Background: an optimization exercise with open tools, aiming at small area. Do not read the settings as production practice. Where RTL was checked, it was by simulation tests only, not by an equivalence proof against the original. No activity file was given, so power comes from the tool's default toggle rates.

==> pepper: inputs <==
// my_chip
module my_chip (
    input logic [11:0] io_in,  
    output logic [11:0] io_out,  
    input logic clock,
    input logic reset  
);
==> module my_chip, before the edit <==
module my_chip (
    input logic [11:0] io_in,  
    output logic [11:0] io_out,  
    input logic clock,
    input logic reset  
);
    logic [11:0] in_s;
    logic rst;
    genvar g;
    generate
        for (g = 0; g < 12; g = g + 1) begin : sync
            Synchronizer s(.async(io_in[g]), .clock(clock), .sync(in_s[g]));
        end
    endgenerate
    Synchronizer sync_rst(.async(reset), .clock(clock), .sync(rst));
    wire [7:0] din   = in_s[7:0];
    wire       enter = in_s[8];
    wire       sw    = in_s[9];
    wire [1:0] opin  = in_s[11:10];
    logic en_d, pe_d, sw_d;
    wire pe = enter & ~en_d;
    wire ps = sw & ~sw_d;
    always_ff @(posedge clock) begin
        en_d <= enter;
        pe_d <= pe;
        sw_d <= sw;
    end
    logic ph;
    always_ff @(posedge clock)
        if (rst) ph <= 1'b0;
        else     ph <= ~ph;
    logic [4:0] pc;
    logic [1:0] op;
    always_ff @(posedge clock)
        if (rst) pc <= 5'd0;
        else if (pe_d & ~pc[4]) pc <= pc + 5'd1;
    always_ff @(posedge clock)
        if (pe_d & (pc == 5'd15)) op <= opin;
    wire       full = pc[4];
    wire [2:0] wring = pc[3] ? {1'b1, pc[1], pc[0]} : {1'b0, pc[2], pc[1]};
    wire       wslot = pc[3] ? pc[2] : pc[0];
    wire       wgo   = (pe | pe_d) & ~full & (ph ^ wslot);
    logic [63:0] P0, P1;
    generate
        for (g = 0; g < 8; g = g + 1) begin : ring
            always_ff @(posedge clock) begin
                P1[8*g+7:8*g] <= P0[8*g+7:8*g];
                P0[8*g+7:8*g] <= (wgo && wring == g) ? din : P1[8*g+7:8*g];
            end
        end
    endgenerate
    logic f1, fin;
    wire  err = full & (op == 2'b01);
    always_ff @(posedge clock)
        if (rst) begin
            f1  <= 1'b0;
            fin <= 1'b0;
        end else begin
            f1  <= full & ~(op == 2'b01);
            fin <= f1;
        end
    logic [4:0] n;
    always_ff @(posedge clock)
        if (rst) n <= 5'd0;
        else if (ps & fin) n <= n + 5'd1;
    wire [3:0] k = n[4:1] + {3'b0, fin};
    wire [1:0] i = k[3:2];
    wire [1:0] j = k[1:0];
    logic [3:0] X0, X1, Y0, Y1;
    always_comb begin
        case (i)
            2'd0: {X0, X1} = P0[7:0];
            2'd1: {X0, X1} = P0[15:8];
            2'd2: {X0, X1} = P0[23:16];
            default: {X0, X1} = P0[31:24];
        endcase
        case (j)
            2'd0: begin Y0 = P0[39:36]; Y1 = P0[55:52]; end
            2'd1: begin Y0 = P0[35:32]; Y1 = P0[51:48]; end
            2'd2: begin Y0 = P0[47:44]; Y1 = P0[63:60]; end
            default: begin Y0 = P0[43:40]; Y1 = P0[59:56]; end
        endcase
    end
    wire sub = op[1] & op[0];
    wire [3:0] a_el = j[0] ? X1 : X0;
    wire [3:0] b_el = (i[0] ? Y1 : Y0) ^ {4{sub}};
    wire [4:0] addsum = ((ph == j[1]) ? {1'b0, a_el} : 5'd0)
                      + ((ph == i[1]) ? {1'b0, b_el} : 5'd0);
    wire [8:0] mulsum = X0 * Y0 + X1 * Y1;
    wire [8:0] S = op[1] ? {4'd0, addsum} : mulsum;
    logic [8:0] Sp;
    always_ff @(posedge clock)
        Sp <= S;
    wire [9:0] C = S + Sp + {9'd0, sub};
    logic [9:0] R;
    always_ff @(posedge clock)
        if (~fin | (ps & n[0]))
            R <= {C[9:5], C[4] ^ sub, C[3:0]};
    assign io_out[4:0]  = n[0] ? R[4:0] : R[9:5];
    assign io_out[5]    = fin;
    assign io_out[6]    = err;
    assign io_out[10:7] = n[4:1];
    assign io_out[11]   = 1'b0;
endmodule
make LEC_CHECK=0 CAP_MARGIN=20 CORE_MARGIN=2 CORE_UTILIZATION=40 SLEW_MARGIN=20 finish   # period 10.0 ns
run.sh (not shown) runs the stock make flow with config.mk's settings and CLKGATE_MAP_FILE= SYNTH_SCRIPT=/design/flow/synth_recipe.tcl, a recipe that flattens the netlist after the stock synthesis.
==> violet: changes against pepper <==
--- a/flow/design.v
+++ b/flow/design.v
@@ -45,7 +45,7 @@
     logic [1:0] op;
     always_ff @(posedge clock)
         if (rst) pc <= 5'd0;
-        else if (pe_d & ~pc[4]) pc <= pc + 5'd1;
+        else if (pe_d & ~pc[4] | pc[4] & ~pc[1]) pc <= pc + 5'd1;
     always_ff @(posedge clock)
         if (pe_d & (pc == 5'd15)) op <= opin;
     wire       full = pc[4];
@@ -61,21 +61,14 @@
             end
         end
     endgenerate
-    logic f1, fin;
     wire  err = full & (op == 2'b01);
-    always_ff @(posedge clock)
-        if (rst) begin
-            f1  <= 1'b0;
-            fin <= 1'b0;
-        end else begin
-            f1  <= full & ~(op == 2'b01);
-            fin <= f1;
-        end
+    wire  fin = pc[4] & pc[1] & ~(op == 2'b01);
     logic [4:0] n;
+    wire  [4:0] np = n + {4'd0, fin};
     always_ff @(posedge clock)
         if (rst) n <= 5'd0;
-        else if (ps & fin) n <= n + 5'd1;
-    wire [3:0] k = n[4:1] + {3'b0, fin};
+        else if (ps) n <= np;
+    wire [3:0] k = np[4:1];
     wire [1:0] i = k[3:2];
     wire [1:0] j = k[1:0];
     logic [3:0] X0, X1, Y0, Y1;
@@ -104,11 +97,12 @@
     always_ff @(posedge clock)
         Sp <= S;
     wire [9:0] C = S + Sp + {9'd0, sub};
-    logic [9:0] R;
+    wire [9:0] Cf = {C[9:5], C[4] ^ sub, C[3:0]};
+    logic [4:0] R;
     always_ff @(posedge clock)
-        if (~fin | (ps & n[0]))
-            R <= {C[9:5], C[4] ^ sub, C[3:0]};
-    assign io_out[4:0]  = n[0] ? R[4:0] : R[9:5];
+        if (~fin | ps)
+            R <= np[0] ? Cf[4:0] : Cf[9:5];
+    assign io_out[4:0]  = R;
     assign io_out[5]    = fin;
     assign io_out[6]    = err;
     assign io_out[10:7] = n[4:1];
CTS_BUF_LIST = sky130_fd_sc_hd__clkbuf_8   (was default)
CTS_CLUSTER_DIAMETER = 80   (was default)
CTS_CLUSTER_SIZE = 40   (was default)
==> juniper: changes against pepper <==
ABC_AREA = 1   (was default)
==> garnet: changes against pepper <==
--- a/flow/design.v
+++ b/flow/design.v
@@ -10,12 +10,80 @@
     sync <= tmp1;
 endmodule : Synchronizer
 `default_nettype none
+module DotTree (input logic [15:0] pp0, pp1,
+                output logic [8:0] s);
+    function automatic logic [1:0] fa(input logic a, b, c);
+        fa = {(a & b) | (a & c) | (b & c), a ^ b ^ c};
+    endfunction
+    function automatic logic [1:0] ha(input logic a, b);
+        ha = {a & b, a ^ b};
+    endfunction
+    logic d_s1, d_c1, d_s2, d_c2, d_s3, d_c3, d_s4, d_c4, d_s5, d_c5, d_s6, d_c6, d_s7, d_c7, d_s8, d_c8, d_s9, d_c9, d_s10, d_c10, d_s11, d_c11, d_s12, d_c12, d_s13, d_c13, d_s14, d_c14, d_s15, d_c15, d_s16, d_c16, d_s17, d_c17, d_s18, d_c18, d_s19, d_c19, d_s20, d_c20, d_s21, d_c21, d_s22, d_c22, d_s23, d_c23, d_s24, d_c24, d_s25, d_c25, d_s26, d_c26, d_s27, d_c27, d_s28, d_c28;
+    assign {d_c1, d_s1} = ha(pp0[0], pp1[0]);
+    assign {d_c2, d_s2} = fa(pp0[1], pp0[4], pp1[1]);
+    assign {d_c3, d_s3} = fa(pp1[4], d_c1, d_s2);
+    assign {d_c4, d_s4} = fa(pp0[2], pp0[5], pp0[8]);
+    assign {d_c5, d_s5} = fa(pp1[2], pp1[5], pp1[8]);
+    assign {d_c6, d_s6} = fa(d_c2, d_c3, d_s4);
+    assign {d_c7, d_s7} = ha(d_s5, d_s6);
+    assign {d_c8, d_s8} = fa(pp0[3], pp0[6], pp0[9]);
+    assign {d_c9, d_s9} = fa(pp0[12], pp1[3], pp1[6]);
+    assign {d_c10, d_s10} = fa(pp1[9], pp1[12], d_c4);
+    assign {d_c11, d_s11} = fa(d_c5, d_c6, d_c7);
+    assign {d_c12, d_s12} = fa(d_s8, d_s9, d_s10);
+    assign {d_c13, d_s13} = ha(d_s11, d_s12);
+    assign {d_c14, d_s14} = fa(pp0[7], pp0[10], pp0[13]);
+    assign {d_c15, d_s15} = fa(pp1[7], pp1[10], pp1[13]);
+    assign {d_c16, d_s16} = fa(d_c8, d_c9, d_c10);
+    assign {d_c17, d_s17} = fa(d_c11, d_c12, d_c13);
+    assign {d_c18, d_s18} = fa(d_s14, d_s15, d_s16);
+    assign {d_c19, d_s19} = ha(d_s17, d_s18);
+    assign {d_c20, d_s20} = fa(pp0[11], pp0[14], pp1[11]);
+    assign {d_c21, d_s21} = fa(pp1[14], d_c14, d_c15);
+    assign {d_c22, d_s22} = fa(d_c16, d_c17, d_c18);
+    assign {d_c23, d_s23} = fa(d_c19, d_s20, d_s21);
+    assign {d_c24, d_s24} = ha(d_s22, d_s23);
+    assign {d_c25, d_s25} = fa(pp0[15], pp1[15], d_c20);
+    assign {d_c26, d_s26} = fa(d_c21, d_c22, d_c23);
+    assign {d_c27, d_s27} = fa(d_c24, d_s25, d_s26);
+    assign {d_c28, d_s28} = fa(d_c25, d_c26, d_c27);
+    assign s = {d_c28, d_s28, d_s27, d_s24, d_s19, d_s13, d_s7, d_s3, d_s1};
+endmodule : DotTree
+module SumAdd (input logic [8:0] s, sp, input logic cin,
+               output logic [9:0] c);
+    function automatic logic [1:0] fa(input logic a, b, c);
+        fa = {(a & b) | (a & c) | (b & c), a ^ b ^ c};
+    endfunction
+    function automatic logic [1:0] ha(input logic a, b);
+        ha = {a & b, a ^ b};
+    endfunction
+    logic e_s1, e_c1, e_s2, e_c2, e_s3, e_c3, e_s4, e_c4, e_s5, e_c5, e_s6, e_c6, e_s7, e_c7, e_s8, e_c8, e_s9, e_c9;
+    assign {e_c1, e_s1} = fa(cin, s[0], sp[0]);
+    assign {e_c2, e_s2} = fa(s[1], sp[1], e_c1);
+    assign {e_c3, e_s3} = fa(s[2], sp[2], e_c2);
+    assign {e_c4, e_s4} = fa(s[3], sp[3], e_c3);
+    assign {e_c5, e_s5} = fa(s[4], sp[4], e_c4);
+    assign {e_c6, e_s6} = fa(s[5], sp[5], e_c5);
+    assign {e_c7, e_s7} = fa(s[6], sp[6], e_c6);
+    assign {e_c8, e_s8} = fa(s[7], sp[7], e_c7);
+    assign {e_c9, e_s9} = fa(s[8], sp[8], e_c8);
+    assign c = {e_c9, e_s9, e_s8, e_s7, e_s6, e_s5, e_s4, e_s3, e_s2, e_s1};
+endmodule : SumAdd
+`default_nettype none
 module my_chip (
     input logic [11:0] io_in,  
     output logic [11:0] io_out,  
     input logic clock,
     input logic reset  
 );
+    function automatic logic [4:0] inc5(input logic [4:0] x, input logic cin);
+        logic c;
+        c = cin;
+        for (int b = 0; b < 5; b++) begin
+            inc5[b] = x[b] ^ c;
+            c = x[b] & c;
+        end
+    endfunction
     logic [11:0] in_s;
     logic rst;
     genvar g;
@@ -45,7 +113,7 @@
     logic [1:0] op;
     always_ff @(posedge clock)
         if (rst) pc <= 5'd0;
-        else if (pe_d & ~pc[4]) pc <= pc + 5'd1;
+        else pc <= inc5(pc, pe_d & ~pc[4] | pc[4] & ~pc[1]);
     always_ff @(posedge clock)
         if (pe_d & (pc == 5'd15)) op <= opin;
     wire       full = pc[4];
@@ -61,23 +129,15 @@
             end
         end
     endgenerate
-    logic f1, fin;
     wire  err = full & (op == 2'b01);
-    always_ff @(posedge clock)
-        if (rst) begin
-            f1  <= 1'b0;
-            fin <= 1'b0;
-        end else begin
-            f1  <= full & ~(op == 2'b01);
-            fin <= f1;
-        end
+    wire  fin = pc[4] & pc[1] & ~(op == 2'b01);
     logic [4:0] n;
+    wire  [4:0] np = inc5(n, fin);
     always_ff @(posedge clock)
         if (rst) n <= 5'd0;
-        else if (ps & fin) n <= n + 5'd1;
-    wire [3:0] k = n[4:1] + {3'b0, fin};
-    wire [1:0] i = k[3:2];
-    wire [1:0] j = k[1:0];
+        else if (ps) n <= np;
+    wire [1:0] i = np[4:3];
+    wire [1:0] j = np[2:1];
     logic [3:0] X0, X1, Y0, Y1;
     always_comb begin
         case (i)
@@ -93,22 +153,31 @@
             default: begin Y0 = P0[43:40]; Y1 = P0[59:56]; end
         endcase
     end
+    wire mul = ~op[1];
     wire sub = op[1] & op[0];
-    wire [3:0] a_el = j[0] ? X1 : X0;
-    wire [3:0] b_el = (i[0] ? Y1 : Y0) ^ {4{sub}};
-    wire [4:0] addsum = ((ph == j[1]) ? {1'b0, a_el} : 5'd0)
-                      + ((ph == i[1]) ? {1'b0, b_el} : 5'd0);
-    wire [8:0] mulsum = X0 * Y0 + X1 * Y1;
-    wire [8:0] S = op[1] ? {4'd0, addsum} : mulsum;
-    logic [8:0] Sp;
+    wire [3:0] aval = (ph == j[1]) ? (j[0] ? X1 : X0) : 4'd0;
+    wire [3:0] bval = (ph == i[1]) ? ((i[0] ? Y1 : Y0) ^ {4{sub}}) : 4'd0;
+    logic [15:0] pp0, pp1;    
+    always_comb
+        for (int a = 0; a < 4; a++)
+            for (int b = 0; b < 4; b++) begin
+                pp0[4*a+b] = mul & X0[a] & Y0[b];
+                pp1[4*a+b] = mul & X1[a] & Y1[b];
+                if (b == 0) pp0[4*a+b] = mul ? X0[a] & Y0[b] : aval[a];
+                if (a == 0) pp1[4*a+b] = mul ? X1[a] & Y1[b] : bval[b];
+            end
+    logic [8:0] S, Sp;
+    DotTree dot(.pp0(pp0), .pp1(pp1), .s(S));
     always_ff @(posedge clock)
         Sp <= S;
-    wire [9:0] C = S + Sp + {9'd0, sub};
-    logic [9:0] R;
+    logic [9:0] C;
+    SumAdd sum(.s(S), .sp(Sp), .cin(sub), .c(C));
+    wire [9:0] Cf = {C[9:5], C[4] ^ sub, C[3:0]};
+    logic [4:0] R;
     always_ff @(posedge clock)
-        if (~fin | (ps & n[0]))
-            R <= {C[9:5], C[4] ^ sub, C[3:0]};
-    assign io_out[4:0]  = n[0] ? R[4:0] : R[9:5];
+        if (~fin | ps)
+            R <= np[0] ? Cf[4:0] : Cf[9:5];
+    assign io_out[4:0]  = R;
     assign io_out[5]    = fin;
     assign io_out[6]    = err;
     assign io_out[10:7] = n[4:1];
==> flow/flow/run.sh (new file) <==
#!/bin/bash
# Standard ORFS layout, with two changes: CTS adds no dummy loads, and the
# port buffers are the smallest buffer (buf_1). Full output in flow_make.log.
set -euo pipefail
export CTS_ARGS="-sink_clustering_enable -repair_clock_nets -dont_use_dummy_load -buf_list sky130_fd_sc_hd__clkbuf_8"
export BUFFER_PORTS_ARGS="-buffer_cell sky130_fd_sc_hd__buf_1"
bash standard.sh finish > flow_make.log 2>&1
==> flow/standard.sh (new file) <==
#!/bin/bash
# synth_recipe.tcl (not shown) runs the flow's synth.tcl, then flattens the netlist and writes it again
# the make line also repeats each setting of config.mk as NAME=value (left out here)
make -C /OpenROAD-flow-scripts/flow DESIGN_CONFIG=/design/flow/config.mk WORK_HOME=/design/flow/orfs CLKGATE_MAP_FILE= SYNTH_SCRIPT=/design/flow/synth_recipe.tcl "${@:-finish}"
CORE_UTILIZATION = 65   (was 40)
PLACE_DENSITY = 0.75   (was default)
removed: flow/run.sh
==> run notes <==
Against violet, the clock power of pepper is larger by about 36%.
In juniper the clock-buffer cell count is higher than in garnet, by 1.
Of garnet and juniper, juniper has the higher total power (gap about 23%, measured against juniper).
The lowest die area belongs to garnet, the highest to juniper.
Of violet and pepper, pepper has the higher fmax (gap 14%, measured against pepper).
Flip-flop and latch count: juniper is higher than garnet (7).
The lowest setup slack belongs to garnet, the highest to juniper.
In non-clock buffer count, violet and pepper do not differ.
Against garnet, the first-iteration DRC count of juniper is larger by about 30%.
violet completed without violations. pepper completed without violations. garnet went through all stages and came out clean. juniper ran to the end with no violations.
Routed wire length: garnet < pepper < violet < juniper.
Against garnet, the core utilization of violet is lower by 24 points.
==> figures <==
                                                                     pepper         juniper          violet          garnet
Outcome                                     no timing/DRC/antenna violations  no timing/DRC/antenna violations  no timing/DRC/antenna violations  no timing/DRC/antenna violations
Cell area after synthesis                                         7430 sq um      7510 sq um      7180 sq um      6800 sq um
Crit share post-route                                                  70.5%           68.5%           82.0%           90.7%
Power density over cell area                                     197 nW/um^2     191 nW/um^2     177 nW/um^2     173 nW/um^2
Seq/total area                                                         46.5%           46.4%           46.8%           52.0%
Cell repeated most along the worst path                                inv_1               -            fa_1            fa_1
Clock transition at the registers of the reported paths              0.07 ns         0.07 ns         0.10 ns         0.09 ns
Total length of routed met3 wires                                     367 um          611 um          281 um          456 um
Internal Pwr Total                                                   1.26 mW         1.20 mW         1.08 mW        0.978 mW
Fraction of final layout cells sized beyond drive strength 1           20.8%           5.15%           19.0%           21.8%
Non-clock buffer area fraction after layout                            2.83%           2.83%           2.99%           1.67%
Largest net degree at the start of global routing                         23              21              18              18
Worst slew margin relative to its limit                                28.2%           38.9%           32.7%           46.4%
1st-iter DRT viols                                                       162             221             173             170
PnR Total Power                                                      1.67 mW         1.62 mW         1.42 mW         1.25 mW
Worst hold margin                                                   0.327 ns        0.329 ns        0.333 ns        0.321 ns
Via Count                                                              4,081           5,269           4,103           3,557
Area share of fa/ha/maj cells after synthesis                          12.1%           11.9%           12.3%           11.7%
Startpoint of the most critical hold path                     sync[1].s.tmp1  sync[7].s.tmp1  sync[1].s.tmp1  sync[4].s.tmp1
Maximum clock frequency                                              142 MHz         146 MHz         122 MHz         110 MHz
Detailed-router iteration count before antenna repair                      6               5               4               6
Met1 usage in global routing                                           18.2%           22.1%           18.7%           32.0%
Worst stage delay on the critical path                               0.82 ns         0.55 ns         0.79 ns         0.71 ns
Function not checked in violet: the RTL went through the layout flow alone.

==> static timing again, ports no longer ideal <==
In the flow no input, the clock included, has a driving cell. The finished layouts below were timed again as built, in two steps.
Step 1 sets driving cells, clkbuf_16 on the clock port and buf_2 on the other inputs (assumed; they add their load-dependent delay and slew).
Step 2 moves the port delays by t, midway between the first and last clock arrival at a register: inputs arrive t later, outputs are due t later. That takes back most of the time a late clock gives input paths.
Slacks: ideal / step 1 / step 2; pairs: ideal / step 1.
| run | t, ns | setup slack, ns | clock arrival spread, ns |
|---|---|---|---|
| pepper | 0.464 | 2.947 / 2.947 / 2.947 | 0.010 / 0.010 |
| violet | 0.487 | 1.802 / 1.802 / 1.802 | 0.015 / 0.014 |
| juniper | 0.476 | 3.148 / 3.148 / 3.148 | 0.014 / 0.015 |
| garnet | 0.464 | 0.931 / 0.931 / 0.931 | 0.026 / 0.026 |
After both steps setup and hold are still met in every run listed.
